Context: an optimization exercise on an open-source flow, tuned for small area, a short achievable clock period and few clock cycles. The choices shown serve that exercise and are no tape-out recipe. Only simulation tests tie the RTL to the original design; equivalence was not proved. No activity file was given, so power comes from the tool's default toggle rates.

Setup of run A:
// SingleCycleCPU
module SingleCycleCPU(halt, clk, rst,
                      imem_addr, imem_data,
                      dmem_addr, dmem_size, dmem_wdata, dmem_we, dmem_rdata);
Size: roughly 6200 cells after synthesis, ~1200 flip-flops, about 68000 um^2 of cells after synthesis.
==> flow/config.mk <==
export PLATFORM = sky130hd
export DESIGN_NAME = SingleCycleCPU
export DESIGN_NICKNAME = SingleCycleCPU
export VERILOG_FILES = /design/flow/design.v
export SDC_FILE = /design/flow/constraint.sdc
export NUM_CORES = 8
export LEC_CHECK = 0
export CAP_MARGIN = 20
export CORE_MARGIN = 2
export CORE_UTILIZATION = 40
export SLEW_MARGIN = 20
==> flow/constraint.sdc <==
create_clock -name core_clock -period 230.0 [get_ports {clk}]
set_input_delay 46.0000 -clock core_clock [delete_from_list [all_inputs] [get_ports {clk}]]
set_output_delay 46.0000 -clock core_clock [all_outputs]
set_load 0.01 [all_outputs]
standard.sh (not shown) runs the stock make flow with config.mk's settings and CLKGATE_MAP_FILE= SYNTH_SCRIPT=/design/flow/synth_recipe.tcl, a recipe that flattens the netlist after the stock synthesis.
==> flow/flow/run.sh <==
#!/bin/bash
# Standard layout (standard.sh) with: abc mapping for area (flow/area.abc),
# buf_2 port buffers, clock tree with larger sink clusters and no dummy loads.
set -euo pipefail
here=$(pwd)
export MY_ABC_SCRIPT=$here/flow/area.abc
extra='"BUFFER_PORTS_ARGS=-buffer_cell sky130_fd_sc_hd__buf_2" "CTS_ARGS=-sink_clustering_enable -repair_clock_nets -dont_use_dummy_load -sink_clustering_size 24 -sink_clustering_max_diameter 120"'
sed -e "s#SYNTH_SCRIPT=[^ ]*#SYNTH_SCRIPT=$here/flow/synth.tcl#" \
    -e "s#\"\${@:-finish}\"#$extra \"\${@:-finish}\"#" standard.sh > std_a.sh
grep -q "SYNTH_SCRIPT=$here/flow/synth.tcl" std_a.sh
grep -q "dont_use_dummy_load" std_a.sh
bash std_a.sh finish > flow_make.log 2>&1
==> flow/flow/area.abc <==
&get -n
&st
&dch
&nf -R 1000
&st
&dch
&nf -R 1000
&put
==> flow/flow/synth.tcl <==
# The standard flow's synthesis script (synth_recipe.tcl), with abc run on flow/area.abc
proc synth {args} { yosys synth -nofsm -noshare {*}$args }
proc abc {args} {
  set i [lsearch -exact $args -script]
  if { $i >= 0 } { lset args [expr {$i + 1}] $::env(MY_ABC_SCRIPT) }
  yosys abc {*}$args
}
source $::env(SCRIPTS_DIR)/synth.tcl
# left out here: clear keep_hierarchy, flatten, clean up, hide names made inside functions, write 1_2_yosys.v
Having completed the whole flow, run A delivered a layout that passed the timing, design-rule and antenna checks.
Testbench counts of run A, summed over its fixed seeds: cycles 131,360.
## Diff of input files: run B against run A
diff --git a/flow/flow/run.sh b/flow/flow/run.sh
--- a/flow/flow/run.sh
+++ b/flow/flow/run.sh
@@ -3 +3,2 @@
-# buf_2 port buffers, clock tree with larger sink clusters and no dummy loads.
+# buf_2 port buffers, clock tree with larger sink clusters and no dummy loads,
+# and from clock tree synthesis on, gate up-sizing aiming at the port-bound period.
@@ -9,0 +11 @@
+sed -e "s#\"\${@:-finish}\"#SETUP_SLACK_MARGIN=182.6 SETUP_MOVE_SEQUENCE=sizeup \"\${@:-finish}\"#" std_a.sh > std_b.sh
@@ -11,2 +13,3 @@
-grep -q "dont_use_dummy_load" std_a.sh
-bash std_a.sh finish > flow_make.log 2>&1
+grep -q "SETUP_MOVE_SEQUENCE=sizeup" std_b.sh
+bash std_a.sh place > flow_make_a.log 2>&1
+bash std_b.sh finish > flow_make_b.log 2>&1
==> flow/flow/area.abc <==
&get -n
&st
&dch
&nf -R 1000
&put
[run B vs run A] placed wire-length estimate: lower in run B. Number of non-clock buffers in run B is 20 below run A. Comparing routed wire length for run B and run A, the bigger number came from run A. On post-route total power, run B and run A are basically level. Synthesized instance count of run B exceeds that of run A slightly. Clock distribution area overhead in the final layout essentially unchanged between run B and run A. Internal power: run B vs run A down about 0.6%. Taking run A as the reference, in run B overall global routing resource usage -3.6 points; proportion of cell area occupied by multi-input gates increased 0.29 points; count of clock buffers in the final design lost 1.7%; final setup slack of the worst path climbed 0.20 ns.
For run C, these inputs were changed with respect to run B:
==> flow/flow/run.sh <==
#!/bin/bash
# Standard layout (standard.sh) with: abc mapping for area (flow/area.abc),
# buf_2 port buffers, clock tree with larger sink clusters and no dummy loads.
set -euo pipefail
here=$(pwd)
export MY_ABC_SCRIPT=$here/flow/area.abc
extra='"BUFFER_PORTS_ARGS=-buffer_cell sky130_fd_sc_hd__buf_2" "CTS_ARGS=-sink_clustering_enable -repair_clock_nets -dont_use_dummy_load -sink_clustering_size 30 -sink_clustering_max_diameter 90"'
sed -e "s#SYNTH_SCRIPT=[^ ]*#SYNTH_SCRIPT=$here/flow/synth.tcl#" \
    -e "s#\"\${@:-finish}\"#$extra \"\${@:-finish}\"#" standard.sh > std_a.sh
grep -q "SYNTH_SCRIPT=$here/flow/synth.tcl" std_a.sh
grep -q "dont_use_dummy_load" std_a.sh
bash std_a.sh finish > flow_make.log 2>&1
Findings:
Run C gives more final clock skew than run B did.
In the flow results for run B and run C, the post-cts sizing count is smaller on run C.
As far as power density over the cells is concerned, run C and run B perform about the same.
Against run B, run C comes in 0.30 ns higher on delay of the slowest critical-path stage.
Post-route met1 wirelength was higher in the run labelled run C.
For routed wire length, run B and run C come out practically identical.
On flip-flop and latch share of the layout cell area, run B and run C are basically level.
Of run C and run B, it is run C that has the higher shortest clock period the worst path allows after layout.
As far as number of buffer and inverter instances along the worst setup path goes, run C and run B are indistinguishable; the numbers are identical.
Any difference in core occupancy in the finished layout between run C and run B is small enough to ignore.
Of run B and run C, run C shows the lower least setup slack across all paths after layout, with run B above it.

-- what the ideal ports hide --
How much do the figures lean on ideal ports? The routed layouts below were timed once more, with nothing changed but the port constraints.
Step 1, drivers: a clkbuf_16 drives clk and a buf_2 each remaining input, both assumed.
Step 2 times the ports against the registers' clock, not the clock port: input delays grow and output delays shrink by t, the midpoint of the rising clock arrivals with the driver on.
Slacks: ideal ports / drivers / drivers and shift; pairs: ideal ports / drivers.
| run | shift t [ns] | setup slack, ns | pins driven straight from the clock port |
|---|---|---|---|
| run A | 0.804 | 182.417 / 182.336 / 181.815 | 1 |
| run B | 0.797 | 182.618 / 182.529 / 182.065 | 1 |
| run C | 0.804 | 182.281 / 182.195 / 182.002 | 1 |
After both steps every run listed still meets setup and hold. The setup slack of run A, which loses most, moves by -0.081 ns with the drivers and by -0.602 ns with both steps.
